Background: an optimization exercise with open tools, aiming at small area, a short achievable clock period and few clock cycles. Do not read the settings as production practice. Only simulation tests tie the RTL to the original design; equivalence was not proved. No activity file was given, so power comes from the tool's default toggle rates.

`flow/config.mk`:
```
export PLATFORM = sky130hd
export DESIGN_NAME = CVP14
export DESIGN_NICKNAME = CVP14
export VERILOG_FILES = /design/flow/design.v
export SDC_FILE = /design/flow/constraint.sdc
export NUM_CORES = 8
export LEC_CHECK = 0
export CAP_MARGIN = 50
export CORE_MARGIN = 2
export CORE_UTILIZATION = 60
export CTS_CLUSTER_DIAMETER = 120
export CTS_CLUSTER_SIZE = 24
export SLEW_MARGIN = 50
```
`flow/constraint.sdc`:
```
create_clock -name core_clock -period 20.0 [get_ports {Clk1}]
set_input_delay 4.0000 -clock core_clock [delete_from_list [all_inputs] [get_ports {Clk1}]]
set_output_delay 4.0000 -clock core_clock [all_outputs]
set_load 0.01 [all_outputs]
```
`flow/design.v`:
```
module fadd_a(input [15:0] a, input [15:0] b, output [45:0] p);
  wire [4:0] ea = a[14:10], eb = b[14:10];
  wire sa = a[15], sb = b[15];
  wire [4:0] d = ea - eb;
  wire swap = (eb > ea);
  wire sub = sa ^ sb;
  wire [4:0] E0 = swap ? eb : ea;
  wire [10:0] ma = {|ea, a[9:0]}, mb = {|eb, b[9:0]};
  wire [10:0] mbig = swap ? mb : ma;
  wire [10:0] msml = swap ? ma : mb;
  wire [25:0] al = {msml, 15'b0} >> d;
  wire spec = (&ea) | (&eb);
  wire sign = spec ? ((&ea) ? sa : sb) : (swap ? sb : sa);
  assign p = {spec, sign, E0, sub, mbig, al, sub & (|al[14:0])};
endmodule
module fadd_b(input [45:0] p, output [23:0] q);
  wire spec = p[45], sign = p[44];
  wire [4:0] E0 = p[43:39];
  wire sub = p[38];
  wire [10:0] mbig = p[37:27];
  wire [25:0] al = p[26:1];
  wire borrow = p[0];
  wire [14:0] x = al[14:0];
  wire [11:0] yv = {sub, al[25:15] ^ {11{sub}}};
  wire [12:0] sum = {1'b0, mbig, 1'b1} + {yv, sub & ~borrow};
  wire [11:0] hi = sum[12:1];
  wire z13 = (x[12:0] == 13'd0);
  wire o13 = (x[12:0] == 13'h1FFF);
  wire c14 = ~x[13] & z13;
  wire s13 = sub ? (~x[13] ^ z13) : x[13];
  wire s14 = sub ? (~x[14] ^ c14) : x[14];
  wire or121 = sub ? ~(z13 | o13) : (|x[12:1]);
  wire and121 = sub ? ((x[12:0] == 13'd1) | (x[12:0] == 13'd2)) : (&x[12:1]);
  assign q = {spec, sign, E0, hi, s14, s13, or121, and121, x[0]};
endmodule
module fadd_c(input [23:0] p, output [15:0] y);
  wire spec = p[23], sign = p[22];
  wire [4:0] E0 = p[21:17];
  wire [13:0] H = p[16:3];      
  wire or121 = p[2], and121 = p[1], s0 = p[0];
  wire [11:0] U = H[13:2];      
  wire s14 = H[1], s13 = H[0];
  wire or13_1 = s13 | or121;
  wire or13_0 = s13 | or121 | s0;
  wire or12_0 = or121 | s0;
  wire all14_0 = s14 & s13 & and121 & s0;
  wire all14_1 = s14 & s13 & and121;
  wire [4:0] Ep1 = E0 + 5'd1, Ep2 = E0 + 5'd2, Ep3 = E0 + 5'd3;
  wire e28 = (E0 >= 5'd28), e29 = (E0 >= 5'd29), e30 = (E0 == 5'd30);
  wire cZ = (U == 12'd0);
  wire cO = U[11];
  wire cN = ~U[11] & U[10];
  wire [9:0] frO = U[10:1];
  wire condO = U[0] & (s14 | or13_1 | U[1]);
  wire cyO = U[0] & all14_1;
  wire all1O = &frO, zeroO = (frO == 10'd0);
  wire [9:0] frOi = frO + 10'd1;
  wire [9:0] frN = U[9:0];
  wire condN = s14 & (or13_0 | U[0]);
  wire cyN = all14_0;
  wire all1N = &frN, zeroN = (frN == 10'd0);
  wire [9:0] frNi = frN + 10'd1;
  reg [3:0] lz;
  always @(*)
    casez (U[9:0])
      10'b1?????????: lz = 4'd1;
      10'b01????????: lz = 4'd2;
      10'b001???????: lz = 4'd3;
      10'b0001??????: lz = 4'd4;
      10'b00001?????: lz = 4'd5;
      10'b000001????: lz = 4'd6;
      10'b0000001???: lz = 4'd7;
      10'b00000001??: lz = 4'd8;
      10'b000000001?: lz = 4'd9;
      default:        lz = 4'd10;
    endcase
  wire [11:0] X = {U[9:0], s14, s13} << (lz - 4'd1);
  wire [9:0] frL = X[10:1];
  wire condL = U[9] & s13 & (or12_0 | s14);
  wire bumpL = condL & (U[8:0] == 9'd0) & ~s14;
  reg [4:0] EL;
  always @(*)
    casez (U[9:0])
      10'b1?????????: EL = bumpL ? E0 : E0 - 5'd1;
      10'b01????????: EL = E0 - 5'd2;
      10'b001???????: EL = E0 - 5'd3;
      10'b0001??????: EL = E0 - 5'd4;
      10'b00001?????: EL = E0 - 5'd5;
      10'b000001????: EL = E0 - 5'd6;
      10'b0000001???: EL = E0 - 5'd7;
      10'b00000001??: EL = E0 - 5'd8;
      10'b000000001?: EL = E0 - 5'd9;
      default:        EL = E0 - 5'd10;
    endcase
  reg [4:0] E; reg [9:0] F; reg ovf;
  always @(*) begin
    if (cZ) begin
      E = all14_0 ? 5'd22 : 5'd0; F = 10'd0; ovf = 1'b0;
    end else if (cO) begin
      if (cyO & all1O) begin E = Ep3; F = 10'd0; ovf = e28; end
      else if (condO & zeroO & ~cyO) begin E = Ep2; F = frO; ovf = e29; end
      else begin E = Ep1; F = cyO ? frOi : frO; ovf = e30; end
    end else if (cN) begin
      if (cyN & all1N) begin E = Ep2; F = 10'd0; ovf = e29; end
      else if (condN & zeroN & ~cyN) begin E = Ep1; F = frN; ovf = e30; end
      else begin E = E0; F = cyN ? frNi : frN; ovf = 1'b0; end
    end else begin
      E = EL; F = frL; ovf = 1'b0;
    end
  end
  assign y = (spec | ovf) ? {sign, 5'b11111, 10'd0} : {sign, E, F};
endmodule
module fmul_a(input [15:0] a, input [15:0] b, output [66:0] p);
  wire [4:0] ea = a[14:10], eb = b[14:10];
  wire zero = (ea == 5'd0 && a[9:0] == 10'd0) || (eb == 5'd0 && b[9:0] == 10'd0);
  wire [10:0] ma = {1'b1, a[9:0]}, mb = {1'b1, b[9:0]};
  wire [13:0] pp0 = ma * mb[2:0];
  wire [13:0] pp1 = ma * mb[5:3];
  wire [13:0] pp2 = ma * mb[8:6];
  wire [12:0] pp3 = ma * mb[10:9];
  wire ga = ea > 5'd15, gb = eb > 5'd15;
  wire [4:0] ea1 = ea - 5'd15, eb1 = eb - 5'd15;
  reg [5:0] s0, s1;
  always @(*) begin
    if (ga & gb) begin
      s0 = {1'b0, ea1} + {1'b0, eb1};
      s1 = {1'b0, ea1} + {1'b0, eb1} + 6'd1;
    end else if (ga) begin
      s0 = {1'b0, ea1} - {1'b0, eb};
      s1 = s0;
    end else if (gb) begin
      s0 = {1'b0, eb1} - {1'b0, ea};
      s1 = s0;
    end else begin
      s0 = 6'b110001;
      s1 = 6'b110001;
    end
  end
  wire [5:0] t0 = s0 + 6'd15, t1 = s1 + 6'd15;
  wire [4:0] x0 = t0[5] ? 5'b11111 : t0[4:0];
  wire [4:0] x1 = t1[5] ? 5'b11111 : t1[4:0];
  assign p = {zero, a[15] ^ b[15], x1, x0, pp3, pp2, pp1, pp0};
endmodule
module fmul_b(input [66:0] p, output [23:0] q);
  wire [21:0] prod = {p[54:42], 9'd0} + {2'd0, p[41:28], 6'd0} + {5'd0, p[27:14], 3'd0} + {8'd0, p[13:0]};
  assign q = {p[66:55], prod[21:10]};
endmodule
module fmul_c(input [23:0] p, output [15:0] y);
  wire zero = p[23], sign = p[22];
  wire [4:0] x1 = p[21:17], x0 = p[16:12];
  wire [11:0] ph = p[11:0];    
  assign y = zero ? 16'd0 : (ph[11] ? {sign, x1, ph[10:1]} : {sign, x0, ph[9:0]});
endmodule
module ScalarRegFile (clk, rst, ra1, ra2, rd1, rd2,
                      bw_en, bw_hi, bw_dst, bw_data,
                      ww_lo, ww_hi, ww_dst, ww_data, r7_en, r7_data);
  input clk, rst;
  input [2:0] ra1, ra2;
  output [15:0] rd1, rd2;
  input bw_en, bw_hi;
  input [2:0] bw_dst;
  input [7:0] bw_data;
  input ww_lo, ww_hi;
  input [2:0] ww_dst;
  input [15:0] ww_data;
  input r7_en;
  input [15:0] r7_data;
  wire [15:0] regs [0:7];
  assign rd1 = regs[ra1];
  assign rd2 = regs[ra2];
  genvar g;
  generate
    for (g = 0; g < 8; g = g + 1) begin : entry
      reg [15:0] q;
      assign regs[g] = q;
      always @(posedge clk)
        if (rst)
          q <= 16'h0000;
        else begin
          if (ww_lo && ww_dst == g)              q[7:0] <= ww_data[7:0];
          else if (g == 7 && r7_en)              q[7:0] <= r7_data[7:0];
          else if (bw_en && !bw_hi && bw_dst == g) q[7:0] <= bw_data;
          if (ww_hi && ww_dst == g)              q[15:8] <= ww_data[15:8];
          else if (g == 7 && r7_en)              q[15:8] <= r7_data[15:8];
          else if (bw_en && bw_hi && bw_dst == g)  q[15:8] <= bw_data;
        end
    end
  endgenerate
endmodule
module VectorRegFile (clk, we_l, wd_l, we_a, wd_a, heads, taps);
  input clk;
  input [7:0] we_l, we_a;
  input [15:0] wd_l, wd_a;
  output [127:0] heads;
  output [127:0] taps;                 
  genvar g;
  generate
    for (g = 0; g < 8; g = g + 1) begin : entry
      reg [255:0] q;
      wire [255:0] rot = {q[15:0], q[255:16]};
      always @(posedge clk)
        q <= {rot[255:240], we_l[g] ? wd_l : rot[239:224], rot[223:192],
              we_a[g] ? wd_a : rot[191:176], rot[175:0]};
      assign heads[16*g +: 16] = q[15:0];
      assign taps[16*g +: 16] = q[143:128];
    end
  endgenerate
endmodule
module CVP14(output [15:0] Addr, output RD, output WR, output V, output [15:0] dataOut,
             input Reset, input Clk1, input [15:0] DataIn);
localparam QD = 4;                   
localparam CK = 3;                   
localparam FQ = 11;                  
localparam MU_IDLE = 2'd0, MU_VLD = 2'd1, MU_VSTW = 2'd2, MU_VSTR = 2'd3;
localparam AU_VADD = 2'd0, AU_VDOT = 2'd1, AU_SMUL = 2'd2;
function ok_add;
  input [15:0] x;
  ok_add = (x[14:0] == 15'd0) | (x[14:10] >= 5'd10 && x[14:10] <= 5'd27);
endfunction
function [4:0] emax;
  input [4:0] m;
  input [15:0] x;
  emax = (x[14:10] > m) ? x[14:10] : m;
endfunction
function ok_mul;
  input [4:0] ea, eb;
  ok_mul = (ea != 5'd31) & (eb != 5'd31) & ({1'b0, ea} + {1'b0, eb} <= 6'd44);
endfunction
reg rst;
always @(posedge Clk1) rst <= Reset;
reg [3:0] ph;                        
reg [7:0] zf;                        
reg [7:0] sa;                        
reg [4:0] mx [0:7];                  
reg [15:0] addr_q, dout_q;
reg rd_q, wr_q, v_q, vflag;
reg [15:0] q [0:QD-1];
reg [QD:0] qs;                       
reg [15:0] ir_pc, fpc, fpc1;         
reg f_act;                           
wire [15:0] ir = q[0];
wire ir_v = ~qs[0];
reg [1:0] mu_st;
reg [3:0] mu_cnt;
reg [15:0] base;
reg [2:0] mu_reg;
reg mu_tap;                          
reg ld_now, ld_last;                 
reg l_oka;
reg [4:0] l_mx;
reg [15:0] ld1;
reg ld1_v, ld_first, ld1_first, ld1_last;
reg [2:0] ld1_r;
reg sl_v, sl_wlo, sl_whi;
reg sl_known, sl_safe_q, sl_fp_q;    
reg [4:0] sl_bnd_q;                  
reg [4:0] sl_mxa_q, sl_mxb_q;        
reg sl_b1, sl_bv;
reg [15:0] sl_pc;
reg [1:0] sl_op;
reg [2:0] sl_ra, sl_rb, sl_rd;
reg [15:0] sl_sc;
reg rd_busy, rd_act, vdot_wait, rd_us;
reg rd_tap;                          
reg [1:0] rd_op;
reg [2:0] rd_ra, rd_rb, rd_rd;
reg [3:0] rd_cnt;
reg [4:1] sv, sfirst, slast, sus;
reg [1:0] sop [1:4];
reg [2:0] srd [1:4];
reg [15:0] x1, y1;
reg [45:0] fa_p;
reg [23:0] fb_p;
reg [66:0] ma_p;
reg [23:0] mb_p;
reg [15:0] wres;
reg a_oka;
reg [4:0] a_mx;
reg ldf_v, ldf_oka;                  
reg [2:0] ldf_r;
reg [4:0] ldf_mx;
reg f5_v, f5_oka;                    
reg [2:0] f5_rd;
reg [4:0] f5_mx;
reg us_busy, us_fin, us_vdot, ovf;
reg [15:0] fq [0:FQ-1];
reg [3:0] fq_wp, fq_rp, fq_cnt;
reg [15:0] np;                       
reg np_v;
reg [15:0] acc;
reg [4:0] acc_k;
reg [1:0] acc_st;                    
reg vd_pend, vd_wlo, vd_whi, vd_wr;
reg [2:0] vd_rd;
reg nx_v, nx_wlo, nx_whi;             
reg [2:0] nx_rd;
reg [45:0] ca_p;
reg [23:0] cb_p;
integer k;
wire [3:0] op = ir[15:12];
wire is_vadd = (op == 4'd0);
wire is_vdot = (op == 4'd1);
wire is_smul = (op == 4'd2);
wire is_sst  = (op == 4'd3);
wire is_vld  = (op == 4'd4);
wire is_vst  = (op == 4'd5);
wire is_sll  = (op == 4'd6);
wire is_slh  = (op == 4'd7);
wire is_j    = (op == 4'd8);
wire is_au = is_vadd | is_vdot | is_smul;
wire is_mu = is_sst | is_vld | is_vst;
wire [2:0] f_d = ir[11:9], f_a = ir[8:6], f_b = ir[5:3];
wire [15:0] rx, ry;
wire [127:0] heads, taps;
wire redirect = us_fin & ovf;
wire blocking_us = us_busy & ~(us_fin & ~ovf);        
wire s4_vec = sv[4] & (sop[4] != AU_VDOT);
function pend_w;
  input [2:0] r;
  pend_w = rd_busy & (rd_op != AU_VDOT) & (rd_rd == r);
endfunction
function au_wpend;
  input [2:0] r;
  au_wpend = (rd_busy & (rd_op != AU_VDOT) & (rd_rd == r)) |
             (sv[1] & (sop[1] != AU_VDOT) & (srd[1] == r)) |
             (sv[2] & (sop[2] != AU_VDOT) & (srd[2] == r)) |
             (sv[3] & (sop[3] != AU_VDOT) & (srd[3] == r)) |
             (s4_vec & (srd[4] == r)) | (f5_v & (f5_rd == r));
endfunction
function sl_w;
  input [2:0] r;
  sl_w = sl_v & (sl_op != AU_VDOT) & (sl_rd == r);
endfunction
function sl_r;
  input [2:0] r;
  sl_r = sl_v & ((sl_ra == r) | ((sl_op != AU_SMUL) & (sl_rb == r)));
endfunction
function flags_pend;
  input [2:0] r;
  flags_pend = au_wpend(r) | (vld_act & (mu_reg == r)) | (ld1_v & (ld1_r == r)) | (ldf_v & (ldf_r == r));
endfunction
function pend_s;
  input [2:0] r;
  pend_s = (vd_pend & (vd_wlo | vd_whi) & (vd_rd == r)) |
           (nx_v & (nx_wlo | nx_whi) & (nx_rd == r)) |
           (sl_v & (sl_op == AU_VDOT) & (sl_wlo | sl_whi) & (sl_rd == r));
endfunction
wire mu_free = (mu_st == MU_IDLE);
wire vld_act = (mu_st == MU_VLD) | ld_now;            
wire sl_haz = (vld_act & (mu_reg == sl_ra | (mu_reg == sl_rb & (sl_op != AU_SMUL)))) |
              (((mu_st == MU_VSTW) | ((mu_st == MU_VSTR) & mu_tap)) & (mu_reg == sl_rd) & (sl_op != AU_VDOT));
wire wait_rd_d = (vdot_wait | (rd_busy & rd_tap)) & (rd_ra == f_d | rd_rb == f_d);
wire sl_safe = (sl_op == AU_VADD) ? (sa[sl_ra] & sa[sl_rb]) :
               (sl_op == AU_VDOT) ? ok_mul(mx[sl_ra], mx[sl_rb]) :
                                    ok_mul(mx[sl_ra], sl_sc[14:10]);
wire [4:0] sl_mxa = sl_mxa_q;
wire [4:0] sl_mxb = sl_mxb_q;
wire [4:0] sl_mxab = (sl_mxa > sl_mxb) ? sl_mxa : sl_mxb;
wire [5:0] sl_sum = {1'b0, sl_mxa} + {1'b0, sl_mxb};
wire [5:0] sl_add3 = {1'b0, sl_mxab} + 6'd3;
wire [5:0] sl_m14 = sl_sum - 6'd14;
wire [4:0] sl_bound = (sl_mxab == 5'd31) ? 5'd31 :
                      (sl_op == AU_VADD) ? ((sl_add3 >= 6'd31) ? 5'd31 : sl_add3[4:0]) :
                      (sl_sum < 6'd14 || sl_m14 <= {1'b0, sl_mxab}) ? sl_mxab :
                      (sl_m14 >= 6'd31) ? 5'd31 : sl_m14[4:0];
wire sl_fp = flags_pend(sl_ra) | ((sl_op != AU_SMUL) & flags_pend(sl_rb));
wire sl_ok = sl_known & sl_safe_q;
wire blocking = blocking_us | (sl_v & ~sl_ok);
wire vd_chain = vd_pend & ~nx_v & ~vd_wr & (acc_k >= 5'd16 - CK) & sl_safe_q;
wire sl_start = sl_v & sl_known & ~rd_busy & ~sl_haz & ((sl_op != AU_VDOT) | ~vd_pend | vd_chain) & (sl_safe_q | ~sl_fp_q);
reg issue_ok;
always @(*) begin
  if (is_au)       issue_ok = ~sl_v & (~is_smul | ~pend_s(f_b));
  else if (is_vld) issue_ok = mu_free & ~pend_s(f_a) & ~pend_w(f_d) & ~wait_rd_d & ~sl_r(f_d) & ~sl_w(f_d);
  else if (is_vst) issue_ok = mu_free & ~ld_now & ~pend_s(f_a) & ~pend_w(f_d) & ~sl_w(f_d);
  else if (is_sst) issue_ok = mu_free & ~pend_s(f_a) & ~pend_s(f_d);
  else issue_ok = 1'b1;
end
wire issue = ir_v & ~blocking & ~redirect & issue_ok;
wire au_issue = issue & is_au;
wire mu_issue = issue & is_mu;
wire sll_vd = issue & is_sll & vd_pend & (vd_rd == f_d);
wire slh_vd = issue & is_slh & vd_pend & (vd_rd == f_d);
wire sll_nx = issue & is_sll & nx_v & (nx_rd == f_d);
wire slh_nx = issue & is_slh & nx_v & (nx_rd == f_d);
wire sll_sl = issue & is_sll & sl_v & (sl_op == AU_VDOT) & (sl_rd == f_d);
wire slh_sl = issue & is_slh & sl_v & (sl_op == AU_VDOT) & (sl_rd == f_d);
wire r7_en = redirect & ~(us_vdot & vd_rd == 3'd7);
wire r7_vd = r7_en & vd_pend & (vd_rd == 3'd7);
wire r7_nx = r7_en & nx_v & (nx_rd == 3'd7);
ScalarRegFile srf(.clk(Clk1), .rst(rst),
                  .ra1(f_a), .ra2(is_smul ? f_b : f_d), .rd1(rx), .rd2(ry),
                  .bw_en(issue & (is_sll | is_slh)), .bw_hi(is_slh), .bw_dst(f_d), .bw_data(ir[7:0]),
                  .ww_lo(vd_wr & vd_wlo & ~sll_vd & ~r7_vd), .ww_hi(vd_wr & vd_whi & ~slh_vd & ~r7_vd),
                  .ww_dst(vd_rd), .ww_data(acc),
                  .r7_en(r7_en), .r7_data(sl_pc));    
wire [7:0] we_l = ld1_v ? (8'd1 << ld1_r) : 8'd0;
wire [7:0] we_a = s4_vec ? (8'd1 << srd[4]) : 8'd0;
VectorRegFile vrf(.clk(Clk1), .we_l(we_l), .wd_l(ld1), .we_a(we_a), .wd_a(wres), .heads(heads), .taps(taps));
wire [2:0] sel_a = rd_busy ? rd_ra : sl_ra;
wire [2:0] sel_b = rd_busy ? rd_rb : sl_rb;
wire [2:0] sel_c = mu_free ? f_d : mu_reg;
wire tap_now;
wire [15:0] va = zf[sel_a] ? 16'd0 : (tap_now ? taps[16*sel_a +: 16] : heads[16*sel_a +: 16]);
wire [15:0] vb = zf[sel_b] ? 16'd0 : (tap_now ? taps[16*sel_b +: 16] : heads[16*sel_b +: 16]);
wire c_tap = (mu_st == MU_VSTR) ? mu_tap : ph[3];
wire [15:0] vc = zf[sel_c] ? 16'd0 : (c_tap ? taps[16*sel_c +: 16] : heads[16*sel_c +: 16]);
wire [1:0] i_op = is_vadd ? AU_VADD : (is_vdot ? AU_VDOT : AU_SMUL);
wire sl_vdot = (sl_op == AU_VDOT);
wire first_read = (sl_start & (~sl_vdot | ph[2:0] == 3'd0)) | (vdot_wait & ph[2:0] == 3'd0);
wire read_now = first_read | rd_act;
wire read_last = rd_act & (rd_cnt == 4'd15);
wire [1:0] cur_op = sl_start ? sl_op : rd_op;
wire [2:0] cur_rd = sl_start ? sl_rd : rd_rd;
assign tap_now = rd_act ? rd_tap : (ph[3] & (vdot_wait | sl_vdot));
wire [45:0] fa_pn;
wire [23:0] fb_pn;
wire [66:0] ma_pn;
wire [23:0] mb_pn;
wire [15:0] fc_y, mc_y;
fadd_a ua1(.a(x1), .b(y1), .p(fa_pn));
fadd_b ua2(.p(fa_p), .q(fb_pn));
fadd_c ua3(.p(fb_p), .y(fc_y));
fmul_a um1(.a(x1), .b(y1), .p(ma_pn));
fmul_b um2(.p(ma_p), .q(mb_pn));
fmul_c um3(.p(mb_p), .y(mc_y));
always @(posedge Clk1) begin
  if (rst) begin
    rd_busy <= 1'b0; rd_act <= 1'b0; vdot_wait <= 1'b0; sl_v <= 1'b0; rd_tap <= 1'b0;
    sv <= 4'd0;
    us_busy <= 1'b0; us_fin <= 1'b0; ovf <= 1'b0;
  end else begin
    if (us_fin) begin us_fin <= 1'b0; us_busy <= 1'b0; end
    else if (sv[4] & slast[4] & sus[4]) us_fin <= 1'b1;
    if (sl_start) sl_v <= 1'b0;
    sl_known <= sl_v & ~sl_start;
    sl_safe_q <= sl_safe;
    sl_mxa_q <= mx[sl_ra];
    sl_mxb_q <= (sl_op == AU_SMUL) ? sl_sc[14:10] : mx[sl_rb];
    sl_bnd_q <= sl_bound;
    sl_b1 <= sl_v & ~sl_start;
    sl_bv <= sl_b1 & sl_v & ~sl_start;
    sl_fp_q <= sl_fp;
    if (sll_sl) sl_wlo <= 1'b0;
    if (slh_sl) sl_whi <= 1'b0;
    if (au_issue) sl_v <= 1'b1;
    if (~sl_v & ~blocking_us) begin
      sl_op <= i_op; sl_ra <= f_a; sl_rb <= f_b; sl_rd <= f_d; sl_sc <= ry; sl_pc <= ir_pc;
      sl_wlo <= 1'b1; sl_whi <= 1'b1;
    end
    if (sl_start) begin
      rd_busy <= 1'b1;
      rd_op <= sl_op; rd_ra <= sl_ra; rd_rb <= sl_rb; rd_rd <= sl_rd; rd_us <= ~sl_safe_q;
      if (~sl_safe_q) begin
        us_busy <= 1'b1; us_vdot <= sl_vdot; ovf <= 1'b0;
      end
      vdot_wait <= sl_vdot & (ph[2:0] != 3'd0);
    end
    if (vdot_wait & ph[2:0] == 3'd0) vdot_wait <= 1'b0;
    if (first_read) begin rd_act <= 1'b1; rd_cnt <= 4'd1; rd_tap <= ph[3] & (cur_op == AU_VDOT); end
    else if (rd_act) begin rd_cnt <= rd_cnt + 4'd1; if (rd_cnt == 4'd15) rd_act <= 1'b0; end
    if (read_last) rd_busy <= 1'b0;
    sv <= {sv[3:1], read_now};
    if (sv[4] & (wres == 16'h7C00)) ovf <= 1'b1;
  end
end
always @(posedge Clk1) begin
  if (read_now) begin
    x1 <= va;
    if (cur_op != AU_SMUL) y1 <= vb;
    else if (sl_start) y1 <= sl_sc;
  end
  sfirst <= {sfirst[3:1], first_read};
  slast <= {slast[3:1], read_last};
  sus <= {sus[3:1], sl_start ? ~sl_safe_q : rd_us};
  sop[1] <= cur_op; sop[2] <= sop[1]; sop[3] <= sop[2]; sop[4] <= sop[3];
  srd[1] <= cur_rd; srd[2] <= srd[1]; srd[3] <= srd[2]; srd[4] <= srd[3];
  fa_p <= fa_pn;
  fb_p <= fb_pn;
  ma_p <= ma_pn;
  mb_p <= mb_pn;
  wres <= (sop[3] == AU_VADD) ? fc_y : mc_y;
  if (s4_vec) begin
    a_oka <= (a_oka | sfirst[4]) & ok_add(wres);
    a_mx <= emax(sfirst[4] ? 5'd0 : a_mx, wres);
  end
end
wire push = sv[4] & (sop[4] == AU_VDOT);
wire fq_has = (fq_cnt != 4'd0);
wire step = vd_pend & np_v & (acc_st == 2'd0) & (acc_k != 5'd16);
wire np_load_q = step & fq_has;                        
wire np_load_p = push & (step ? ~fq_has : ~np_v);       
wire fq_push = push & ~np_load_p;
wire [45:0] ca_pn;
wire [23:0] cb_pn;
wire [15:0] cc_y;
fadd_a uc1(.a(acc), .b(np), .p(ca_pn));
fadd_b uc2(.p(ca_p), .q(cb_pn));
fadd_c uc3(.p(cb_p), .y(cc_y));
always @(posedge Clk1) begin
  if (rst) begin
    vd_pend <= 1'b0; acc_st <= 2'd0; vd_wr <= 1'b0; np_v <= 1'b0; nx_v <= 1'b0;
  end else begin
    if (sll_vd | r7_vd) vd_wlo <= 1'b0;
    if (slh_vd | r7_vd) vd_whi <= 1'b0;
    if (sll_nx | r7_nx) nx_wlo <= 1'b0;
    if (slh_nx | r7_nx) nx_whi <= 1'b0;
    if (sl_start & sl_vdot & vd_pend) begin
      nx_v <= 1'b1; nx_rd <= sl_rd; nx_wlo <= sl_wlo & ~sll_sl; nx_whi <= sl_whi & ~slh_sl;
    end
    if (vd_wr & nx_v) begin
      nx_v <= 1'b0; vd_rd <= nx_rd; vd_wlo <= nx_wlo & ~sll_nx & ~r7_nx; vd_whi <= nx_whi & ~slh_nx & ~r7_nx;
    end
    if (sl_start & sl_vdot & ~vd_pend) begin
      vd_pend <= 1'b1; vd_rd <= sl_rd; vd_wlo <= sl_wlo & ~sll_sl; vd_whi <= sl_whi & ~slh_sl;
      acc_k <= 5'd0; fq_cnt <= 4'd0; fq_wp <= 4'd0; fq_rp <= 4'd0; np_v <= 1'b0;
    end else begin
      if (fq_push) fq_wp <= (fq_wp == FQ - 1) ? 4'd0 : fq_wp + 4'd1;
      if (np_load_q) fq_rp <= (fq_rp == FQ - 1) ? 4'd0 : fq_rp + 4'd1;
      fq_cnt <= fq_cnt + {3'd0, fq_push} - {3'd0, np_load_q};
      if (step) acc_k <= acc_k + 5'd1;
      else if (vd_wr) acc_k <= 5'd0;
      if (np_load_q | np_load_p) np_v <= 1'b1;
      else if (step) np_v <= 1'b0;
    end
    acc_st <= {acc_st[0], step & (acc_k != 5'd0)};
    vd_wr <= acc_st[1] & (acc_k == 5'd16);
    if (vd_wr & ~nx_v) vd_pend <= 1'b0;
  end
end
always @(posedge Clk1) begin
  if (fq_push) fq[fq_wp] <= wres;
  if (np_load_q) np <= fq[fq_rp];
  else if (np_load_p) np <= wres;
  ca_p <= ca_pn;
  cb_p <= cb_pn;
  if (step & (acc_k == 5'd0)) acc <= np;
  else if (acc_st[1]) acc <= cc_y;
end
wire [3:0] eoff0 = is_vld ? ph + 4'd1 : 4'd0;
wire [6:0] soff = {ir[5], ir[5:0]} + {3'd0, eoff0};
wire [7:0] an_lo = {1'b0, rx[6:0]} + {1'b0, soff};
wire [8:0] an_hm = rx[15:7] - 9'd1, an_hp = rx[15:7] + 9'd1;
wire [8:0] an_hi = soff[6] ? (an_lo[7] ? rx[15:7] : an_hm) : (an_lo[7] ? an_hp : rx[15:7]);
wire [15:0] addr_now = {an_hi, an_lo[6:0]};
wire [15:0] base_now = rx + {{10{ir[5]}}, ir[5:0]};
reg c_port, c_rd, c_wr, c_ld, c_ld_last;
reg [3:0] c_eoff, c_cnt;
reg [1:0] c_st;
always @(*) begin
  c_port = 1'b0; c_rd = 1'b0; c_wr = 1'b0; c_ld = 1'b0; c_ld_last = 1'b0;
  c_eoff = 4'd0; c_st = mu_st; c_cnt = mu_cnt;
  case (mu_st)
    MU_VLD: begin
      c_port = 1'b1; c_rd = 1'b1; c_ld = 1'b1; c_eoff = ph + 4'd1;
      c_cnt = mu_cnt + 4'd1;
      if (mu_cnt == 4'd15) begin c_st = MU_IDLE; c_ld_last = 1'b1; end
    end
    MU_VSTW:
      if (ph[2:0] == 3'd0) begin
        c_port = 1'b1; c_wr = 1'b1; c_st = MU_VSTR;
      end
    MU_VSTR: begin
      c_port = 1'b1; c_wr = 1'b1; c_eoff = {ph[3] ^ mu_tap, ph[2:0]};
      if (ph[2:0] == 3'd7 && (ph[3] ^ mu_tap)) c_st = MU_IDLE;
    end
    default: ;
  endcase
end
wire [15:0] c_addr = base + {12'd0, c_eoff};
wire i_port = is_vld | is_sst | (is_vst & (ph[2:0] == 3'd0));
wire [1:0] i_st = is_vld ? MU_VLD : (is_vst ? ((ph[2:0] == 3'd0) ? MU_VSTR : MU_VSTW) : MU_IDLE);
wire n_mu_port = mu_issue ? i_port : c_port;
wire n_mu_rd = mu_issue ? is_vld : c_rd;
wire n_mu_wr = mu_issue ? (is_sst | is_vst) : c_wr;
wire n_ld = mu_issue ? is_vld : c_ld;
wire n_ld_last = ~mu_issue & c_ld_last;
wire [1:0] n_mu_st = mu_issue ? i_st : c_st;
wire [3:0] n_mu_cnt = mu_issue ? 4'd1 : c_cnt;
wire [15:0] n_dout = (mu_issue & is_sst) ? ry : vc;
wire [15:0] n_mu_addr = mu_issue ? addr_now : c_addr;
wire flush = redirect | (issue & is_j);
wire [15:0] jt = ir_pc + {{4{ir[11]}}, ir[11:0]};
wire [15:0] jt1 = ir_pc + {{4{ir[11]}}, ir[11:0]} + 16'd1;
wire [15:0] target = redirect ? 16'hFFF0 : jt;
wire [15:0] target1 = redirect ? 16'hFFF1 : jt1;
wire [15:0] target2 = target1 + 16'd1;
wire [15:0] fpc2 = fpc1 + 16'd1;
wire arrive = f_act & ~flush;
wire [QD:0] qs_a = arrive ? {qs[QD-1:0], 1'b0} : qs;           
wire [QD:0] qs_b = arrive ? qs : {1'b0, qs[QD:1]};             
wire [QD:0] n_qs = flush ? {{QD{1'b0}}, 1'b1} : (issue ? qs_b : qs_a);
wire room_a = ~qs_a[QD];
wire f_if_issue = ~c_port & ~(is_mu & i_port);        
wire f_no_issue = ~c_port & (redirect | room_a);
wire n_f_act = issue ? f_if_issue : f_no_issue;
wire [15:0] fetch_addr = flush ? target : fpc;
wire n_vflag = redirect | (vflag & ~issue);
always @(posedge Clk1) begin
  if (rst) begin
    ph <= 4'd0;
    zf <= 8'hFF; sa <= 8'hFF;
    for (k = 0; k < 8; k = k + 1) begin mx[k] <= 5'd0; end
    ldf_v <= 1'b0;
    qs <= {{QD{1'b0}}, 1'b1}; ir_pc <= 16'd0; fpc <= 16'd1; fpc1 <= 16'd2; f_act <= 1'b1;
    addr_q <= 16'd0; rd_q <= 1'b1; wr_q <= 1'b0; v_q <= 1'b0; vflag <= 1'b0;
    mu_st <= MU_IDLE; ld_now <= 1'b0; ld_last <= 1'b0; ld1_v <= 1'b0; ld1_last <= 1'b0;
    f5_v <= 1'b0;
  end else begin
    ph <= ph + 4'd1;
    qs <= n_qs;
    ir_pc <= flush ? target : (issue ? ir_pc + 16'd1 : ir_pc);
    fpc <= flush ? (n_f_act ? target1 : target) : (n_f_act ? fpc1 : fpc);
    fpc1 <= flush ? (n_f_act ? target2 : target1) : (n_f_act ? fpc2 : fpc1);
    f_act <= n_f_act;
    addr_q <= n_mu_port ? n_mu_addr : fetch_addr;
    rd_q <= n_mu_port ? n_mu_rd : n_f_act;
    wr_q <= n_mu_port & n_mu_wr;
    vflag <= n_vflag;
    v_q <= n_vflag & ~n_mu_port & n_f_act;    
    mu_st <= n_mu_st; mu_cnt <= n_mu_cnt;
    ld_now <= n_ld; ld_last <= n_ld_last;
    ld1_v <= ld_now; ld1_r <= mu_reg;
    ld_first <= mu_issue & is_vld;
    ld1_first <= ld_first; ld1_last <= ld_last;
    if (ld1_v) begin
      l_oka <= (l_oka | ld1_first) & ok_add(ld1);
      l_mx <= emax(ld1_first ? 5'd0 : l_mx, ld1);
    end
    if (ld_last) zf[mu_reg] <= 1'b0;
    ldf_v <= ld1_last & ~au_wpend(ld1_r) & ~sl_w(ld1_r);
    ldf_r <= ld1_r;
    ldf_oka <= (l_oka | ld1_first) & ok_add(ld1);
    ldf_mx <= emax(ld1_first ? 5'd0 : l_mx, ld1);
    if (ldf_v & ~au_wpend(ldf_r) & ~sl_w(ldf_r)) begin
      sa[ldf_r] <= ldf_oka;
      mx[ldf_r] <= ldf_mx;
    end
    f5_v <= s4_vec & slast[4];
    f5_rd <= srd[4];
    f5_oka <= (a_oka | sfirst[4]) & ok_add(wres);
    f5_mx <= emax(sfirst[4] ? 5'd0 : a_mx, wres);
    if (f5_v & ~((rd_busy & (rd_op != AU_VDOT) & (rd_rd == f5_rd)) |
                 (sv[1] & (sop[1] != AU_VDOT) & (srd[1] == f5_rd)) |
                 (sv[2] & (sop[2] != AU_VDOT) & (srd[2] == f5_rd)) |
                 (sv[3] & (sop[3] != AU_VDOT) & (srd[3] == f5_rd)) |
                 (s4_vec & (srd[4] == f5_rd)) |
                 (vld_act & (mu_reg == f5_rd)) | (ld1_v & (ld1_r == f5_rd)) | sl_w(f5_rd))) begin
      sa[f5_rd] <= f5_oka;
      mx[f5_rd] <= f5_mx;
    end
    if (read_last & (rd_op != AU_VDOT)) zf[rd_rd] <= 1'b0;
    if (mu_issue & is_vld) begin
      sa[f_d] <= 1'b0; mx[f_d] <= 5'd31;
    end
    if (sl_start & ~sl_vdot) begin
      sa[sl_rd] <= 1'b0; mx[sl_rd] <= (sl_safe_q & sl_bv) ? sl_bnd_q : 5'd31;
    end
  end
end
wire [QD-1:0] at_a = arrive ? qs[QD-1:0] : {QD{1'b0}};
wire [QD-1:0] at_b = arrive ? qs[QD:1] : {QD{1'b0}};
always @(posedge Clk1) begin
  for (k = 0; k < QD; k = k + 1)
    if (issue ? at_b[k] : at_a[k]) q[k] <= DataIn;
    else if (issue && k < QD - 1) q[k] <= q[k + 1];
end
always @(posedge Clk1) begin
  if (mu_free) begin base <= base_now; mu_reg <= f_d; end
  if (mu_st != MU_VSTR) mu_tap <= ph[3];
  dout_q <= n_dout;
  ld1 <= DataIn;
end
assign Addr = addr_q;
assign RD = rd_q;
assign WR = wr_q;
assign V = v_q;
assign dataOut = dout_q;
endmodule
```
`flow/flow/run.sh`:
```
#!/bin/bash
# Layout flow: the standard flow (standard.sh, all steps), except that
# - the buffers buffer_ports puts on every input and output port are
#   sky130_fd_sc_hd__buf_4 cells instead of the resizer's default choice;
# - repair_timing (after placement, CTS and global routing) works to a setup
#   slack margin of 15 ns: at the design's 20 ns clock every path has far
#   more slack than that needs, so without the margin repair_timing leaves
#   the paths that set the period achieved as they are.
# The make output goes to standard.log; ORFS keeps each step's log under orfs/logs.
set -e
export BUFFER_PORTS_ARGS="-buffer_cell sky130_fd_sc_hd__buf_4"
export SETUP_SLACK_MARGIN=15
bash standard.sh > standard.log 2>&1
```
`flow/standard.sh`:
```
#!/bin/bash
# synth_recipe.tcl (not shown) runs the flow's synth.tcl, then flattens the netlist and writes it again
# the make line also repeats each setting of config.mk as NAME=value (left out here)
make -C /OpenROAD-flow-scripts/flow DESIGN_CONFIG=/design/flow/config.mk WORK_HOME=/design/flow/orfs CLKGATE_MAP_FILE= SYNTH_SCRIPT=/design/flow/synth_recipe.tcl "${@:-finish}"
```
==> impl_metrics.toml, run 1 <==
[detailed_routing]
routed-via-count = 76800
ant_nets = 0
drt_iter0_drc = 8691
drc_errors = 0
firstDrtPassIters = 6
avgRoutedWirePerCell_um = 25.5
drt-total-wl_mm = 320
avgViaCountPerCell = 6.13

[synthesis]
synth_simple_gate_area_frac = 0.110
synth_top_family_by_area = "simple AND/OR/NAND/NOR gates"
synth_enable_flop_cells = 508
yosysTopAreaCell = "sky130_fd_sc_hd__dfxtp_1"
yosys_most_used_dff = "sky130_fd_sc_hd__dfxtp_1"
ys_ff_latch = 3125
yosys-top-cells-area = "sky130_fd_sc_hd__dfxtp_1 46%, sky130_fd_sc_hd__edfxtp_1 13%, sky130_fd_sc_hd__nand2_1 3.8%"
muxShareOfSynthArea = 0.0870
netlist_instances = 10100
synthDistinctLibCells = 97
synth_async_sr_flop_share = 0
synthXorXnorAreaFrac = 0.0338
synth_fa_ha_area_frac = 0.0456
part_of_the_yosys_area_used_for_sequential_elements = 0.590
synth_area_per_cell_sq_um = 11.4
synth_fp_nets = 10500
synth-warning-count = 8
synth_compound_gate_area_share = 0.105
yosysTopAreaCellShare = 0.457
synth.cell_area_sq_um = 115000

[timing]
slew-limit-headroom = 0.478
fin_crit_ns = 5.37
setup_tns_ns = 0
unrepaired_setup_endpoints_after_global_routing = "yes"
final-hold-violation-count = 0
finalSetupViolCount = 0
max_clock_freq_mhz = 186
worst_clk_skew_ns = 0.0556
fin_crit_sh = 0.268
timing_worst_slew_pin_value_ns = 0.775
drv_slew = 0

[cells_and_area]
top_flop_regs = "vrf.entry.q (2048), fq (176), srf.entry.q (128)"
num-nets-final = 10300
mostFrequentLayoutCell = "sky130_fd_sc_hd__dfxtp_1"
syn2layout_area_growth_pct = 7.28
mostFrequentLayoutCells = "2566 x sky130_fd_sc_hd__dfxtp_1, 1149 x sky130_fd_sc_hd__nand2_1, 568 x sky130_fd_sc_hd__nor2_1, 508 x sky130_fd_sc_hd__edfxtp_1, 383 x sky130_fd_sc_hd__a21oi_1"
max_ffs_per_register = 2048
regMostFlops = "vrf.entry.q"
fillerInstances = 14700
final_layout_size_suffix_gt1_frac = 0.115

[clocking]
cts_inserted_buffers = 149
clock-root-buffer = "sky130_fd_sc_hd__clkbuf_16"
htreeDepth = 4
tritoncts = "built"
clock-sinks = 3125
insertion_delay_ns = 0.87
max-clock-path-buffers = 3
clk_pin_slew_ns = 0.11
ctsHoldBuffers = 0

[setup_path]
crit_type = "flop to primary output"
worstPathCellList = "buf_6"
cp.required_ns = 16.00
reg2reg_slack_ns = 15.23
cp_top_family = "flip-flops"
crit_end = "Addr[14]"
worstSetupEndpointType = "primary output"
timing.critical_path.from_type = "flop"
worst-path-buf-inv = 1
ff2ff_path_depth = 12
cp.depth = 1
regToRegEndpoint = "fa_p[0]"
cell_with_the_largest_stage_delay_on_the_worst_path = "sky130_fd_sc_hd__dfxtp_2"
critical_path.reg2reg.startpoint = "y1[12]"
worstSetupStartpoint = "addr_q[14]"
critPathMaxFanout = 1
cp_slowest_stage_delay_ns = 0.39
critical_path_arrival_ns = 1.37

[floorplan]
initial_utilization = 0.603
std_cell_rows = 160
die_area_sq_um = 195000
fp.dieW_um = 441
die_h_um = 441
floorplan.core_area_sq_um = 190000
io_pins = 53

[grt]
first_global_vias = 72200
largest_net_degree_at_the_start_of_global_routing = 87
grt_antenna_before_repair = 20
grt_overflow = 0
track_usage = 0.324
grt_first_pass_wirelength_mm = 470

[pwr]
p_per_area_nw_per_um2 = 128
total_power_w = 0.0158
max-vdd-ir-drop_uv = 206
p_leak_nw = 47.7

[placement]
count_of_port_buffers_added_during_placement = 52
place_congestion = 0.961
dp_hpwl_mm = 220

[min_path]
min_delay_path_depth = 0
worstHoldStart = "vrf.entry[4].q[66]"
path_type_of_the_worst_min_delay_path = "flop to flop"

[status]
run_status = "no timing/DRC/antenna violations"

[flow_run]
cap_violations = 0
[worst min path at each step]
| stage | to | slack [ns] |
|---|---|---|
| finish | vrf.entry[4].q[50] | 0.29 |
| global route | vrf.entry[4].q[170] | 0.30 |
| CTS | vrf.entry[1].q[66] | 0.29 |
| detailed placement | vrf.entry[1].q[100] | 0.31 |
| global placement | vrf.entry[3].q[8] | 0.31 |
| floorplan | cb_p[17] | 0.31 |
[routing by layer]
metal	up-vias	share of wire	track usage
met5	-	0.000050	0
met2	3291	0.45	0.498
li1	35300	-	-
met4	2	0.043	0.133
met1	37700	0.44	0.461
met3	577	0.076	0.0464
[repair_timing]
action | 4_1_cts | 5_1_grt
resized for setup | 58 | 19
endpoints found under the setup margin | 35 | 49
buffers inserted | 0 | 3
[through the flow]
step / hold WS [ns] / std cells / setup slack [ns] / cell area, sq um / utilization
after floorplan: 0.310 / 10100 / 15.14 / 115000 / -
after global placement: 0.310 / 12200 / 15.12 / 118000 / 0.619
after detailed placement: 0.312 / 12300 / 15.08 / 118000 / 0.622
after CTS: 0.285 / 12500 / 14.59 / 123000 / 0.646
after global routing: 0.304 / 12500 / 14.61 / 123000 / 0.647
final: 0.294 / 12500 / 14.63 / 123000 / 0.647
[Yosys cell counts (15+ instances only)]
master / count
sky130_fd_sc_hd__o211ai_1: 42
sky130_fd_sc_hd__nand4_1: 65
sky130_fd_sc_hd__o31ai_1: 22
sky130_fd_sc_hd__mux4_2: 179
sky130_fd_sc_hd__or3_1: 31
sky130_fd_sc_hd__o21bai_1: 20
sky130_fd_sc_hd__or2_2: 20
sky130_fd_sc_hd__nor2_1: 577
sky130_fd_sc_hd__clkbuf_1: 464
sky130_fd_sc_hd__a21oi_1: 393
sky130_fd_sc_hd__dfxtp_1: 2617
sky130_fd_sc_hd__and2_1: 141
sky130_fd_sc_hd__a31oi_1: 100
sky130_fd_sc_hd__fa_1: 67
sky130_fd_sc_hd__nor3_1: 147
sky130_fd_sc_hd__nand3_1: 244
sky130_fd_sc_hd__edfxtp_1: 508
sky130_fd_sc_hd__nor4_1: 65
sky130_fd_sc_hd__xnor2_1: 234
sky130_fd_sc_hd__a211oi_1: 248
sky130_fd_sc_hd__nor2b_1: 69
sky130_fd_sc_hd__buf_1: 86
sky130_fd_sc_hd__a31o_2: 15
sky130_fd_sc_hd__o22ai_1: 45
sky130_fd_sc_hd__mux2_2: 322
sky130_fd_sc_hd__and3_1: 86
sky130_fd_sc_hd__a21o_1: 68
sky130_fd_sc_hd__or4_1: 16
sky130_fd_sc_hd__inv_1: 285
sky130_fd_sc_hd__nand2_1: 1152
sky130_fd_sc_hd__o21ai_0: 373
sky130_fd_sc_hd__ha_1: 311
sky130_fd_sc_hd__a22o_1: 42
sky130_fd_sc_hd__nor3b_1: 20
sky130_fd_sc_hd__a22oi_1: 67
sky130_fd_sc_hd__a221oi_1: 42
sky130_fd_sc_hd__mux2i_1: 232
sky130_fd_sc_hd__a311oi_1: 100
sky130_fd_sc_hd__nand2b_1: 67
sky130_fd_sc_hd__xor2_1: 209
sky130_fd_sc_hd__a2111oi_0: 15
sky130_fd_sc_hd__a21boi_0: 15
sky130_fd_sc_hd__o21a_1: 35
[cell type report]
class,count,area (sq um),area share
tap,2511,3140,0.0255
clock buffer,207,3990,0.0324
inverter,293,1100,0.00898
clock inverter,18,407,0.00331
timing repair buffer,249,2160,0.0175
sequential,3125,67700,0.551
multi-input combinational,6116,44400,0.361
antenna,13,32.5,0.000265
[worst reg2reg max path: stages, from the launching register on]
cell and delay (ns):
sky130_fd_sc_hd__edfxtp_1 0.59, sky130_fd_sc_hd__inv_1 0.15, sky130_fd_sc_hd__ha_1 0.40, sky130_fd_sc_hd__o21ai_1 0.38, sky130_fd_sc_hd__a21o_1 0.39, sky130_fd_sc_hd__a21o_2 0.62
sky130_fd_sc_hd__mux4_2 0.64, sky130_fd_sc_hd__mux4_2 0.49, sky130_fd_sc_hd__nand2_1 0.08, sky130_fd_sc_hd__o21ai_0 0.10, sky130_fd_sc_hd__nand2_1 0.11, sky130_fd_sc_hd__or3b_2 0.44
sky130_fd_sc_hd__o31a_1 0.30
[cells by family after synthesis]
family | Yosys count
AOI/OAI and AO/OA | 1805
buffers and inverters | 858
adders and majority gates | 378
muxes | 733
DFF | 3125
and+or+nand+nor | 2757
xor gates and xnor gates | 443
[power by group]
group / leakage, nW / internal, W / switching (W)
sequential: 26.1 / 0.00697 / 0.000423
clock: 2.10 / 0.00143 / 0.00197
combinational: 19.5 / 0.00168 / 0.00328
total: 47.7 / 0.0101 / 0.00568
Testbench counts, summed over its fixed seeds: cycles 77,450.
==> run 2, diff against run 1 <==
==> flow/flow/run.sh (replaced) <==
#!/bin/bash
# Layout flow: the standard flow (standard.sh, all steps), except that
# - the buffers buffer_ports puts on every input and output port are
#   sky130_fd_sc_hd__buf_4 cells instead of the resizer's default choice;
# - after the resizer step of placement, outflops.tcl moves each flip-flop
#   that drives an output port's buffer next to that buffer (detailed
#   placement then legalizes both), so the flip-flop does not drive a long
#   wire to the edge of the die.
# The make output goes to standard.log; ORFS keeps each step's log under orfs/logs.
set -e
export BUFFER_PORTS_ARGS="-buffer_cell sky130_fd_sc_hd__buf_4"
export POST_RESIZE_TCL="$PWD/flow/outflops.tcl"
bash standard.sh > standard.log 2>&1
==> flow/flow/outflops.tcl (new file) <==
# Move every flip-flop that drives an output port's buffer (and nothing
# else) onto that buffer's location; detailed placement legalizes them.
set block [ord::get_db_block]
set moved 0
foreach port [get_ports *] {
  if { [get_property $port direction] != "output" } { continue }
  set pnet [get_nets -of_objects $port]
  set drv [get_pins -of_objects $pnet -filter "direction == output"]
  if { [llength $drv] != 1 } { puts "outflops: [get_full_name $port] has no single driver"; continue }
  set buf [get_cells -of_objects $drv]
  set bin [get_pins -of_objects $buf -filter "direction == input"]
  if { [llength $bin] != 1 } { continue }
  set inet [get_nets -of_objects $bin]
  set pins [get_pins -of_objects $inet]
  if { [llength $pins] != 2 } { puts "outflops: [get_full_name $port] buffer input net has [llength $pins] pins"; continue }
  set fdrv [get_pins -of_objects $inet -filter "direction == output"]
  set ff [get_cells -of_objects $fdrv]
  set finst [$block findInst [get_full_name $ff]]
  set binst [$block findInst [get_full_name $buf]]
  set m [[$finst getMaster] getName]
  if { ![string match "*dfxtp*" $m] } { puts "outflops: [get_full_name $ff] is $m, skipped"; continue }
  set loc [$binst getLocation]
  $finst setLocation [lindex $loc 0] [lindex $loc 1]
  incr moved
}
puts "outflops: moved $moved flip-flops next to their output buffers"
==> impl_metrics.toml, run 2 <==
[floorplan]
fp.dieW_um = 441
initial_utilization = 0.603
io_pins = 53
die_h_um = 441
std_cell_rows = 160

[synthesis]
part_of_the_yosys_area_used_for_sequential_elements = 0.590
synth-warning-count = 8
synth.cells.most_frequent = "2617 x sky130_fd_sc_hd__dfxtp_1, 1152 x sky130_fd_sc_hd__nand2_1, 577 x sky130_fd_sc_hd__nor2_1"
synth_fp_nets = 10500
netlist_instances = 10100
ys_ff_latch = 3125
yosysTopAreaCellShare = 0.457
synth_area_per_cell_sq_um = 11.4
synth.cell_area_sq_um = 115000
synth_async_sr_flop_share = 0
synthDistinctLibCells = 97
yosysMostFrequentCell = "sky130_fd_sc_hd__dfxtp_1"
yosys-top-cells-area = "sky130_fd_sc_hd__dfxtp_1 46%, sky130_fd_sc_hd__edfxtp_1 13%, sky130_fd_sc_hd__nand2_1 3.8%"
yosysTopAreaCell = "sky130_fd_sc_hd__dfxtp_1"
yosys_most_used_dff = "sky130_fd_sc_hd__dfxtp_1"
synth_enable_flop_cells = 508

[placement]
place_congestion = 0.947
count_of_port_buffers_added_during_placement = 52

[status]
flow.stopped_at = "placement repair"
run_status = "aborted with a tool error"
stop_error = "[ERROR STA-0100] unsupported object type Port."
run 2: power groups by stage:
stage          combinational, W  sequential [W]  clock [W]
2_1_floorplan           0.00309         0.00730          0
3_3_place_gp            0.00451         0.00754          0
run 2: worst max path at each step:
stage	start	endpoint	slack [ns]
after floorplan	q[0][6]	base[14]	14.99
after global placement	q[0][15]	addr_q[14]	14.88
run 2: metrics by stage:
step	setup slack, ns	total power (W)	area [sq um]
after global placement	14.88	0.0120	117000
after floorplan	14.99	0.0104	115000
run 2: kinds of logic after synthesis:
| logic type | synth area share |
|---|---|
| mux | 0.0870 |
| buf+inv | 0.0284 |
| flops | 0.590 |
| fa+ha+maj | 0.0456 |
| simple gates | 0.110 |
| compound gates | 0.105 |
| xor+xnor | 0.0338 |
==> run 3, diff against run 2 <==
==> flow/flow/outflops.tcl (replaced) <==
# Move every flip-flop that drives an output port's buffer (and nothing
# else) onto that buffer's location; detailed placement legalizes them.
set block [ord::get_db_block]
set moved 0
foreach bterm [$block getBTerms] {
  if { [$bterm getIoType] != "OUTPUT" } { continue }
  set net [$bterm getNet]
  set drv {}
  foreach it [$net getITerms] { if { [$it isOutputSignal] } { lappend drv $it } }
  if { [llength $drv] != 1 } { puts "outflops: [$bterm getName] has no single driver"; continue }
  set buf [[lindex $drv 0] getInst]
  set bin {}
  foreach it [$buf getITerms] { if { [$it isInputSignal] } { lappend bin $it } }
  if { [llength $bin] != 1 } { puts "outflops: [$buf getName] is not a buffer"; continue }
  set inet [[lindex $bin 0] getNet]
  if { [llength [$inet getITerms]] != 2 || [llength [$inet getBTerms]] != 0 } {
    puts "outflops: [$bterm getName]: the buffer's input net has other loads"; continue
  }
  set ff {}
  foreach it [$inet getITerms] { if { [$it isOutputSignal] } { set ff [$it getInst] } }
  if { $ff == {} } { continue }
  set m [[$ff getMaster] getName]
  if { ![string match "*dfxtp*" $m] } { puts "outflops: [$ff getName] is $m, skipped"; continue }
  set loc [$buf getLocation]
  $ff setLocation [lindex $loc 0] [lindex $loc 1]
  incr moved
}
puts "outflops: moved $moved flip-flops next to their output buffers"
==> impl_metrics.toml, run 3 <==
[status]
run_status = "no timing/DRC/antenna violations"

[setup_path]
worstSetupEndpointType = "primary output"
worst-path-buf-inv = 1
cp.required_ns = 16.00
critPathMaxFanout = 1
cp_top_family = "flip-flops"
cp_slowest_stage_delay_ns = 0.35
worstPathCellList = "buf_4"
critical_path_arrival_ns = 1.31
crit_type = "flop to primary output"
timing.critical_path.from_type = "flop"
cell_with_the_largest_stage_delay_on_the_worst_path = "sky130_fd_sc_hd__dfxtp_1"

[synthesis]
synth_area_per_cell_sq_um = 11.4
synth_enable_flop_cells = 508
yosysTopAreaCellShare = 0.457
synthDistinctLibCells = 97
synth-warning-count = 8
synth.cell_area_sq_um = 115000
synth.cells.most_frequent = "2617 x sky130_fd_sc_hd__dfxtp_1, 1152 x sky130_fd_sc_hd__nand2_1, 577 x sky130_fd_sc_hd__nor2_1"
yosys-top-cells-area = "sky130_fd_sc_hd__dfxtp_1 46%, sky130_fd_sc_hd__edfxtp_1 13%, sky130_fd_sc_hd__nand2_1 3.8%"
part_of_the_yosys_area_used_for_sequential_elements = 0.590
yosys_most_used_dff = "sky130_fd_sc_hd__dfxtp_1"
ys_ff_latch = 3125
synth_fp_nets = 10500
netlist_instances = 10100
yosysTopAreaCell = "sky130_fd_sc_hd__dfxtp_1"
synth_async_sr_flop_share = 0
yosysMostFrequentCell = "sky130_fd_sc_hd__dfxtp_1"

[detailed_routing]
drt-total-wl_mm = 319
routed-via-count = 76800
firstDrtPassIters = 8
avgViaCountPerCell = 6.14
avgRoutedWirePerCell_um = 25.5
drc_errors = 0
ant_nets = 0
drt_iter0_drc = 8056

[timing]
timing_worst_slew_pin_value_ns = 0.834
max_clock_freq_mhz = 188
fin_crit_ns = 5.31
setup_tns_ns = 0
unrepaired_setup_endpoints_after_global_routing = "no"
drv_slew = 0
worst_clk_skew_ns = 0.0474
fin_worst_setup_slack_ns = 14.69
final-hold-violation-count = 0
finalSetupViolCount = 0
slew-limit-headroom = 0.444
fin_crit_sh = 0.265

[clocking]
clock-root-buffer = "sky130_fd_sc_hd__clkbuf_16"
clk_pin_slew_ns = 0.12
cts_inserted_buffers = 148
tritoncts = "built"
cts-resized-gates = 0
max-clock-path-buffers = 3
htreeDepth = 4
cts_post_setup_buffers_inserted = 0
ctsHoldBuffers = 0
clock-sinks = 3125
insertion_delay_ns = 0.87

[pwr]
p_sw_w = 0.00555
max-vdd-ir-drop_uv = 176
seq_power_share = 0.474
p_leak_nw = 47.6
power_switching_share = 0.356
p_clk_frac = 0.217
comb_power_share = 0.308
p_int_w = 0.0100
p_per_area_nw_per_um2 = 127

[placement]
dp_hpwl_mm = 219
pre_cts_ws_ns = 14.86
count_of_port_buffers_added_during_placement = 52
place_congestion = 0.947

[floorplan]
io_pins = 53
initial_utilization = 0.603
die_area_sq_um = 195000
fp.dieW_um = 441
die_h_um = 441
floorplan.core_area_sq_um = 190000
std_cell_rows = 160

[min_path]
path_type_of_the_worst_min_delay_path = "flop to flop"

[grt]
track_usage = 0.323
grt_overflow = 0
largest_net_degree_at_the_start_of_global_routing = 93
first_global_vias = 73200
grt_first_pass_wirelength_mm = 470
grt_antenna_before_repair = 38

[flow_run]
cap_violations = 0

[cells_and_area]
num-nets-final = 10300
syn2layout_area_growth_pct = 6.97
regMostFlops = "vrf.entry.q"
max_ffs_per_register = 2048
top_flop_regs = "vrf.entry.q (2048), fq (176), srf.entry.q (128)"
final_layout_size_suffix_gt1_frac = 0.110
mostFrequentLayoutCells = "2601 x sky130_fd_sc_hd__dfxtp_1, 1141 x sky130_fd_sc_hd__nand2_1, 567 x sky130_fd_sc_hd__nor2_1, 508 x sky130_fd_sc_hd__edfxtp_1, 383 x sky130_fd_sc_hd__a21oi_1"
mostFrequentLayoutCell = "sky130_fd_sc_hd__dfxtp_1"
## run 3: cell type report
type,instances,area (sq um)
Sequential cell,3125,67700
Fill cell,14800,67300
Multi-Input combinational cell,6116,44400
Clock buffer,204,3960
Tap cell,2511,3140
Timing Repair Buffer,234,1930
Inverter,293,1100
Clock inverter,16,362
Antenna cell,22,55.1
## run 3: worst paths after layout
check | slack (ns) | end | cells past startpoint | startpoint
hold reg to reg | 0.30 | fb_p[22] | 0 | fa_p[44]
setup reg to reg | 14.73 | addr_q[14] | 19 | q[0][14]
hold / removal | 0.30 | fb_p[22] | 0 | fa_p[44]
setup / recovery | 14.69 | Addr[8] | 1 | addr_q[8]
## run 3: power by group through the flow
stage / Sequential [W] / Combinational [W] / Clock (W)
finish: 0.00739 / 0.00480 / 0.00339
CTS: 0.00738 / 0.00470 / 0.00344
detailed placement: 0.00752 / 0.00467 / 0
floorplan: 0.00730 / 0.00309 / 0
global route: 0.00743 / 0.00513 / 0.00365
global placement: 0.00754 / 0.00451 / 0
## run 3: cells by family (layout without fill, tap and decap cells)
| group | after synthesis | in the layout | synth area share |
|---|---|---|---|
| mux | 733 | 733 | 0.0870 |
| flops | 3125 | 3125 | 0.590 |
| buf+inv | 858 | 747 | 0.0284 |
| other cells | 0 | 22 | 0 |
| simple gates | 2757 | 2757 | 0.110 |
| fa+ha+maj | 378 | 378 | 0.0456 |
| xor+xnor | 443 | 443 | 0.0338 |
| compound gates | 1805 | 1805 | 0.105 |
## run 3: stage by stage
stage                     std cells  area, sq um  power [W]  utilization  hold WS, ns
after global placement        12200       117000     0.0120        0.618        0.310
after global routing          12500       123000     0.0162        0.645        0.313
after detailed placement      12300       118000     0.0122        0.622        0.312
after floorplan               10100       115000     0.0104            -        0.310
final                         12500       123000     0.0156        0.646        0.302
after CTS                     12500       122000     0.0155        0.644        0.307
## run 3: worst reg2reg max path, delay by kind of cell (launching register included)
family,cells,cell delay [ns]
buf+inv,1,0.06
fa+ha+maj,3,0.99
flops,1,0.63
compound gates,6,1.42
xor+xnor,2,0.28
simple gates,7,1.79
## run 3: routing by layer
metal,part of all wire,global-route usage,vias to the layer above
met1,0.43,0.446,37700
met5,0.00018,0,-
met2,0.46,0.509,3252
met4,0.046,0.142,8
li1,-,-,35200
met3,0.071,0.0467,682
==> run 4, diff against run 3 <==
--- a/flow/flow/run.sh
+++ b/flow/flow/run.sh
@@ -7,7 +7,12 @@
 #   placement then legalizes both), so the flip-flop does not drive a long
 #   wire to the edge of the die.
+# - repair_timing (after placement, CTS and global routing) works to a setup
+#   slack margin of 15 ns: at the design's 20 ns clock every path has far
+#   more slack than that needs, so without the margin repair_timing leaves
+#   the paths that set the period achieved as they are.
 # The make output goes to standard.log; ORFS keeps each step's log under orfs/logs.
 set -e
 export BUFFER_PORTS_ARGS="-buffer_cell sky130_fd_sc_hd__buf_4"
 export POST_RESIZE_TCL="$PWD/flow/outflops.tcl"
+export SETUP_SLACK_MARGIN=15
 bash standard.sh > standard.log 2>&1
==> impl_metrics.toml, run 4 <==
[grt]
grt_antenna_before_repair = 16
grtUsageMet3 = 0.0467
grt.busiest_layer = "met2"
grt_first_pass_wirelength_mm = 474
track_usage = 0.325
largest_net_degree_at_the_start_of_global_routing = 87
groute.layer.met1.usage = 0.465
grt_overflow = 0
first_global_vias = 72500
grt.met2_usage = 0.503

[clocking]
clock-sinks = 3125
tritoncts = "built"
ctsHoldBuffers = 0
clock-root-buffer = "sky130_fd_sc_hd__clkbuf_16"
max-clock-path-buffers = 3
htreeDepth = 4
cts_inserted_buffers = 149
insertion_delay_ns = 0.87
clk_pin_slew_ns = 0.12

[synthesis]
netlist_instances = 10100
synth_fp_nets = 10500
synth-warning-count = 8
synth.cells.most_frequent = "2617 x sky130_fd_sc_hd__dfxtp_1, 1152 x sky130_fd_sc_hd__nand2_1, 577 x sky130_fd_sc_hd__nor2_1"
synth.cell_area_sq_um = 115000
yosysTopAreaCellShare = 0.457
yosysTopAreaCell = "sky130_fd_sc_hd__dfxtp_1"
ys_ff_latch = 3125
yosysMostFrequentCell = "sky130_fd_sc_hd__dfxtp_1"
part_of_the_yosys_area_used_for_sequential_elements = 0.590
synthDistinctLibCells = 97
synth_area_per_cell_sq_um = 11.4
yosys_most_used_dff = "sky130_fd_sc_hd__dfxtp_1"
synth_enable_flop_cells = 508
synth_async_sr_flop_share = 0
yosys-top-cells-area = "sky130_fd_sc_hd__dfxtp_1 46%, sky130_fd_sc_hd__edfxtp_1 13%, sky130_fd_sc_hd__nand2_1 3.8%"

[timing]
unrepaired_setup_endpoints_after_global_routing = "yes"
fin_crit_sh = 0.266
worst_clk_skew_ns = 0.0750
max_clock_freq_mhz = 188
fin_crit_ns = 5.33
final_hold_slack_ns = 0.296
setup_tns_ns = 0
slew-limit-headroom = 0.490
timing_worst_slew_pin_value_ns = 0.757
drv_slew = 0
final-hold-violation-count = 0
finalSetupViolCount = 0

[detailed_routing]
avgViaCountPerCell = 6.14
drc_errors = 0
routed-via-count = 76900
firstDrtPassIters = 6
avgRoutedWirePerCell_um = 25.6
drt-total-wl_mm = 321
drt_iter0_drc = 8394
ant_nets = 0

[cells_and_area]
fillerInstances = 14600
mostFrequentLayoutCells = "2565 x sky130_fd_sc_hd__dfxtp_1, 1148 x sky130_fd_sc_hd__nand2_1, 567 x sky130_fd_sc_hd__nor2_1, 508 x sky130_fd_sc_hd__edfxtp_1, 383 x sky130_fd_sc_hd__a21oi_1"
top_flop_regs = "vrf.entry.q (2048), fq (176), srf.entry.q (128)"
syn2layout_area_growth_pct = 7.18
num-nets-final = 10300
mostFrequentLayoutCell = "sky130_fd_sc_hd__dfxtp_1"
max_ffs_per_register = 2048
final_layout_size_suffix_gt1_frac = 0.114
regMostFlops = "vrf.entry.q"

[setup_path]
worstSetupStartpoint = "addr_q[5]"
critical_path_arrival_ns = 1.33
worst-path-buf-inv = 1
timing.critical_path.from_type = "flop"
cell_with_the_largest_stage_delay_on_the_worst_path = "sky130_fd_sc_hd__dfxtp_2"
critical_path.reg2reg.startpoint = "acc[14]"
worstPathCellList = "buf_6"
cp_slowest_stage_delay_ns = 0.34
regToRegEndpoint = "ca_p[0]"
worstSetupEndpointType = "primary output"
crit_end = "Addr[5]"
ff2ff_path_depth = 10
cp_top_family = "flip-flops"
critPathMaxFanout = 1
cp.required_ns = 16.00
cp.depth = 1
reg2reg_slack_ns = 15.28
crit_type = "flop to primary output"

[floorplan]
die_h_um = 441
die_area_sq_um = 195000
io_pins = 53
fp.dieW_um = 441
floorplan.core_area_sq_um = 190000
initial_utilization = 0.603
std_cell_rows = 160

[pwr]
p_per_area_nw_per_um2 = 128
max-vdd-ir-drop_uv = 200
p_leak_nw = 47.7

[min_path]
path_type_of_the_worst_min_delay_path = "flop to flop"

[flow_run]
cap_violations = 0

[placement]
count_of_port_buffers_added_during_placement = 52
dp_hpwl_mm = 220
place_congestion = 0.961

[status]
run_status = "no timing/DRC/antenna violations"
[run 4: metrics by stage]
stage	setup slack [ns]	instances	total power, W	utilization	area, sq um
6_report	14.67	12500	0.0157	0.647	123000
5_1_grt	14.63	12500	0.0164	0.647	123000
3_5_place_dp	14.89	12300	0.0123	0.622	118000
2_1_floorplan	15.14	10100	0.0104	-	115000
3_3_place_gp	15.12	12200	0.0122	0.619	118000
4_1_cts	14.62	12500	0.0157	0.646	123000
[run 4: cell families after synthesis]
kind of cell,Yosys count,share of synthesized area
AO/OA/AOI/OAI,1805,0.105
XOR/XNOR,443,0.0338
adder cells (fa/ha/maj),378,0.0456
buffers and inverters,858,0.0284
flip-flops,3125,0.590
multiplexers,733,0.0870
AND/OR/NAND/NOR,2757,0.110
[run 4: worst min-delay path by stage]
stage                     endpoint  cells after the start                start
2_1_floorplan             cb_p[17]                      0             ca_p[39]
4_1_cts        vrf.entry[5].q[142]                      0  vrf.entry[5].q[158]
3_5_place_dp             sfirst[3]                      0            sfirst[2]
6_report       vrf.entry[5].q[142]                      0  vrf.entry[5].q[158]
3_3_place_gp     vrf.entry[3].q[8]                      0   vrf.entry[3].q[24]
5_1_grt         vrf.entry[1].q[70]                      0   vrf.entry[1].q[86]
[run 4: repair_timing]
action,in CTS,in global routing
setup endpoints to repair,37,60
resized for setup,67,12
buffers inserted,0,4
[run 4: area by class of cell]
type	instances	area, sq um	area share
sequential	3125	67700	0.551
clock buffer	207	3970	0.0323
multi-input combinational	6116	44400	0.362
timing repair buffer	247	2140	0.0175
tap	2511	3140	0.0256
antenna	8	20.0	0.000163
inverter	293	1100	0.00896
clock inverter	18	347	0.00282
[run 4: where the power goes]
part	total (W)	switching, W	internal (W)	leakage (nW)
sequential	0.00739	0.000421	0.00697	26.1
combinational	0.00496	0.00328	0.00168	19.5
clock	0.00339	0.00197	0.00142	2.07
total	0.0157	0.00566	0.0101	47.7
[run 4: per-layer routing]
layer  vias to the layer above  wire [um]
met1                     37700     140000
met2                      3374     143000
met4                         4      13900
li1                      35200          -
met5                         -         25
met3                       607      24100

[re-timing with driven ports]
How much do the figures lean on ideal ports? The routed layouts below were timed once more, with nothing changed but the port constraints.
Step 1 assumes that a clkbuf_16 drives the clock port and a buf_2 every other input.
Step 2 moves the port delays by t, midway between the first and last clock arrival at a register: inputs arrive t later, outputs are due t later. That takes back most of the time a late clock gives input paths.
Three values: ideal ports, drivers, drivers and shift; two values: the first two.
run | t, ns | setup slack, ns | hold slack, ns | worst setup path at the end | pins driven straight from the clock port
run 1 | 0.926 | 14.631 / 14.548 / 15.132 | 0.294 / 0.294 / 0.294 | input to register | 1
run 3 | 0.927 | 14.694 / 14.608 / 14.734 | 0.302 / 0.302 / 0.302 | register to register | 1
run 4 | 0.913 | 14.672 / 14.588 / 15.121 | 0.296 / 0.296 / 0.296 | input to register | 1
After both steps setup and hold are still met in every run listed.
